Context: an optimization exercise on an open-source flow, tuned for small area and a short achievable clock period. The choices shown serve that exercise and are no tape-out recipe. Where RTL was checked, it was by simulation tests only, not by an equivalence proof against the original. Power figures rest on the tool's default switching activity, not on a simulated workload.

## MAC
module MAC(
	clk,
	rst_n,
	in_valid,
	in_mode,
	in_act,
	in_wgt,
	out_act_idx,
	out_wgt_idx,
	out_idx,
	out_valid,
	out_data,
	out_finish
);
Size in the first run: roughly 3500 cells after synthesis, ~490 flip-flops, roughly 180 I/O pins, about 0.042 mm² of cells after synthesis.
==> flow/config.mk <==
export PLATFORM = sky130hd
export DESIGN_NAME = MAC
export DESIGN_NICKNAME = MAC
export VERILOG_FILES = /design/flow/design.v
export SDC_FILE = /design/flow/constraint.sdc
export NUM_CORES = 4
export LEC_CHECK = 0
export CAP_MARGIN = 20
export CORE_MARGIN = 2
export CORE_UTILIZATION = 60
export SETUP_SLACK_MARGIN = 4.5
export SLEW_MARGIN = 20
==> flow/constraint.sdc <==
create_clock -name core_clock -period 8.4 [get_ports {clk}]
set_input_delay 1.6800 -clock core_clock [delete_from_list [all_inputs] [get_ports {clk}]]
set_output_delay 1.6800 -clock core_clock [all_outputs]
set_load 0.01 [all_outputs]
standard.sh (not shown) runs the stock make flow with config.mk's settings and CLKGATE_MAP_FILE= SYNTH_SCRIPT=/design/flow/synth_recipe.tcl, a recipe that flattens the netlist after the stock synthesis.
==> flow/flow/run.sh <==
#!/bin/bash
# Layout flow: the standard flow, except that synthesis skips Yosys's early
# "abc -fast" pass (SYNTH_ARGS=-noabc), so the full adders the RTL spells out
# map to full-adder cells without inverters between them. The registers keep
# the standard synthesis's instance names and cell types: the standard
# synthesis is run first for reference, and if the two differ in anything but
# the names, its netlist is used unchanged. Each step logs to a file here.
set -u
RES=$PWD/orfs/results/$FLOW_PLATFORM/MAC/base

bash standard.sh synth > 1_synth_standard.log 2>&1 || exit 1
cp "$RES/1_2_yosys.v" standard_netlist.v

bash standard.sh clean_synth > 1_clean.log 2>&1
if SYNTH_ARGS=-noabc bash standard.sh "$RES/1_2_yosys.v" > 1_synth_noabc.log 2>&1 &&
   python3 flow/match_regs.py standard_netlist.v "$RES/1_2_yosys.v" > 1_match_regs.log 2>&1; then
  echo "using the netlist synthesized without the early ABC pass" >> 1_match_regs.log
else
  echo "falling back to the standard netlist" >> 1_match_regs.log
  bash standard.sh clean_synth >> 1_clean.log 2>&1
  bash standard.sh synth > 1_synth_standard2.log 2>&1 || exit 1
fi

bash standard.sh > 2_layout.log 2>&1
Other scripts of this flow, unchanged in this note and not shown: flow/flow/match_regs.py
The baseline completed without violations.
Edit:
Settings changed: CORE_UTILIZATION 60 to 40.
=>
- die area grows by 49%
- hold slack is worse by 0.025 ns
- clock-buffer cell count grows by 17
- power shrinks by about 0.8%
- combinational power hardly moves
- flip-flop and latch count does not change
- setup slack is about the same
- sequential share of layout area grows by 0.13 points
Function was not checked in any run of this note: the RTL went through the layout flow alone.

* * *

== JK ==
Another version of the RTL of MAC (not shown whole).
==> flow/design.v (excerpt) <==
module MAC(
	clk,
	rst_n,
	in_valid,
	in_mode,
	in_act,
	in_wgt,
	out_act_idx,
	out_wgt_idx,
	out_idx,
	out_valid,
	out_data,
	out_finish
);
Settings: LEC_CHECK=0, CAP_MARGIN=20, CORE_MARGIN=2, CORE_UTILIZATION=40, CTS_BUF_LIST=sky130_fd_sc_hd__clkbuf_8, SETUP_SLACK_MARGIN=3.8, SLEW_MARGIN=20; clock period 8.4 ns.
==> flow/flow/run.sh <==
#!/bin/bash
# Layout flow: the standard flow, except that synthesis skips Yosys's early
# "abc -fast" pass (SYNTH_ARGS=-noabc), so the full adders the RTL spells out
# map to full-adder cells without inverters between them. The registers keep
# the standard synthesis's instance names and cell types: the standard
# synthesis is run first for reference, and if the two differ in anything but
# the names, its netlist is used unchanged. Ports are buffered with buf_2 rather
# than the delay cell buffer_ports picks by default. Each step logs to a file here.
set -u
RES=$PWD/orfs/results/$FLOW_PLATFORM/MAC/base

bash standard.sh synth > 1_synth_standard.log 2>&1 || exit 1
cp "$RES/1_2_yosys.v" standard_netlist.v

bash standard.sh clean_synth > 1_clean.log 2>&1
if SYNTH_ARGS=-noabc bash standard.sh "$RES/1_2_yosys.v" > 1_synth_noabc.log 2>&1 &&
   python3 flow/match_regs.py standard_netlist.v "$RES/1_2_yosys.v" > 1_match_regs.log 2>&1; then
  echo "using the netlist synthesized without the early ABC pass" >> 1_match_regs.log
else
  echo "falling back to the standard netlist" >> 1_match_regs.log
  bash standard.sh clean_synth >> 1_clean.log 2>&1
  bash standard.sh synth > 1_synth_standard2.log 2>&1 || exit 1
fi

export BUFFER_PORTS_ARGS="-buffer_cell sky130_fd_sc_hd__buf_2"
bash standard.sh > 2_layout.log 2>&1
Other scripts of this flow, unchanged in this note and not shown: flow/flow/match_regs.py
### JK -> MS
Settings: CTS_BUF_LIST removed (was sky130_fd_sc_hd__clkbuf_8); SETUP_SLACK_MARGIN changed from 3.8 to 4.0.
==> run notes <==
The flow did not stop early for MS: all stages ran, and the layout cleared the timing, design-rule and antenna checks. Cell area after placement came out exactly the same in MS and JK. ~same global-route wire length before repair in MS and JK. | met3 capacity usage during global routing | MS vs JK | 0.44 points lower |. Cell depth of the worst setup path: MS vs JK down 1. As far as worst hold slack is concerned, JK and MS perform about the same. Compared to JK, MS shows a wider setup margin. Re multi-input logic portion of the cell area: MS is 1.6 points down on JK. Per the comparison of MS with JK, power consumption has increased, power share of the combinational group increased 0.2 points, global routing usage summed across all routing layers now sits at about the same level.
Inputs modified between MS and AL:
Settings: an added CTS_CLUSTER_DIAMETER of 150; an added CTS_CLUSTER_SIZE of 20; a change of SETUP_SLACK_MARGIN from 4.0 to 4.2.
AL ended with every stage complete and zero timing, DRC or antenna violations. Arrival time of data at the critical path endpoint: AL and MS compared, lower one is AL. A worst setup path endpoint of rs0[3] is what AL shows, while ry4[7] belongs to MS. Comparing AL and MS, proportion of power drawn by combinational gates is higher on AL. Looking only at multi-input logic portion of the cell area, and setting everything else aside, the lower value of AL and MS goes to AL. Relative to MS, the hold slack of AL is higher by 29 ps. The lower global-route usage came out of MS. Largest vdd supply drop of AL falls short of that of MS by a few percent. AL against MS: clock power fell 42%, via count went up, layout-stage area growth over the synthesis result up 4.1 points.
Edits applied to the flow inputs when going from AL to TR:
Settings: CTS_BUF_LIST newly set to sky130_fd_sc_hd__clkbuf_8; CTS_CLUSTER_DIAMETER removed (was 150); CTS_CLUSTER_SIZE removed (was 20); SETUP_SLACK_MARGIN changed from 4.2 to 4.0.
Global-route track usage on met2 ends up lower on TR.
Diff AL -> TR: slack of the worst reg-to-reg path went down by 130 ps; required time at the worst-slack endpoint went up by 130 ps.
TR vs. AL: detailed-route wire length shrank by 18 mm; via count of the first global-routing pass held steady.
ry6[6] as the capturing element of the worst setup path was reported by TR, and rs0[3] by AL.
### TR -> PW
Settings: CTS_BUF_LIST: sky130_fd_sc_hd__clkbuf_8 -> unset; CTS_CLUSTER_SIZE: unset -> 20; CTS_CLUSTER_DIAMETER: unset -> 150.
--- outcome ---
The clock buffer instance count of the final layout reported for PW is smaller than that of TR by 41. TR → PW: number of standard cells in the final layout excluding fillers shrank by about 2.4%, cell area shrank by about 2.8%, routed metal-1 wirelength shrank by 840 um, time the worst path needs with I/O delays and setup shrank by 5.4 ps, wire length on met3 shrank by 9.6%. Between PW and TR, the share of the clock period used by the worst path after layout figures differ only marginally.

[port drivers added, routing unchanged]
In the flow no input, the clock included, has a driving cell. The finished layouts below were timed again as built, in two steps. Step 1 sets driving cells, clkbuf_16 on the clock port and buf_2 on the other inputs (assumed; they add their load-dependent delay and slew). Step 2 times the ports against the registers' clock, not the clock port: input delays grow and output delays shrink by t, the midpoint of the rising clock arrivals with the driver on. Slacks: no drivers / after step 1 / after step 2; pairs: no drivers / after step 1.
run	t (ns)	setup slack, ns	latest minus earliest clock arrival (ns)
the first run of note 1	0.696	3.840 / 3.771 / 3.833	0.042 / 0.042
the second run of note 1	0.704	3.840 / 3.771 / 3.821	0.033 / 0.033
JK	0.780	3.856 / 3.856 / 3.856	0.043 / 0.044
MS	0.710	4.061 / 4.061 / 4.061	0.024 / 0.024
AL	0.694	4.183 / 4.183 / 4.183	0.023 / 0.023
TR	0.790	4.053 / 4.053 / 4.053	0.053 / 0.053
PW	0.691	4.058 / 4.058 / 4.058	0.047 / 0.047
After both steps setup and hold are still met in every run listed. For the second run of note 1, which loses most, drivers alone change the setup slack by -0.069 ns; drivers and shift together by -0.019 ns.
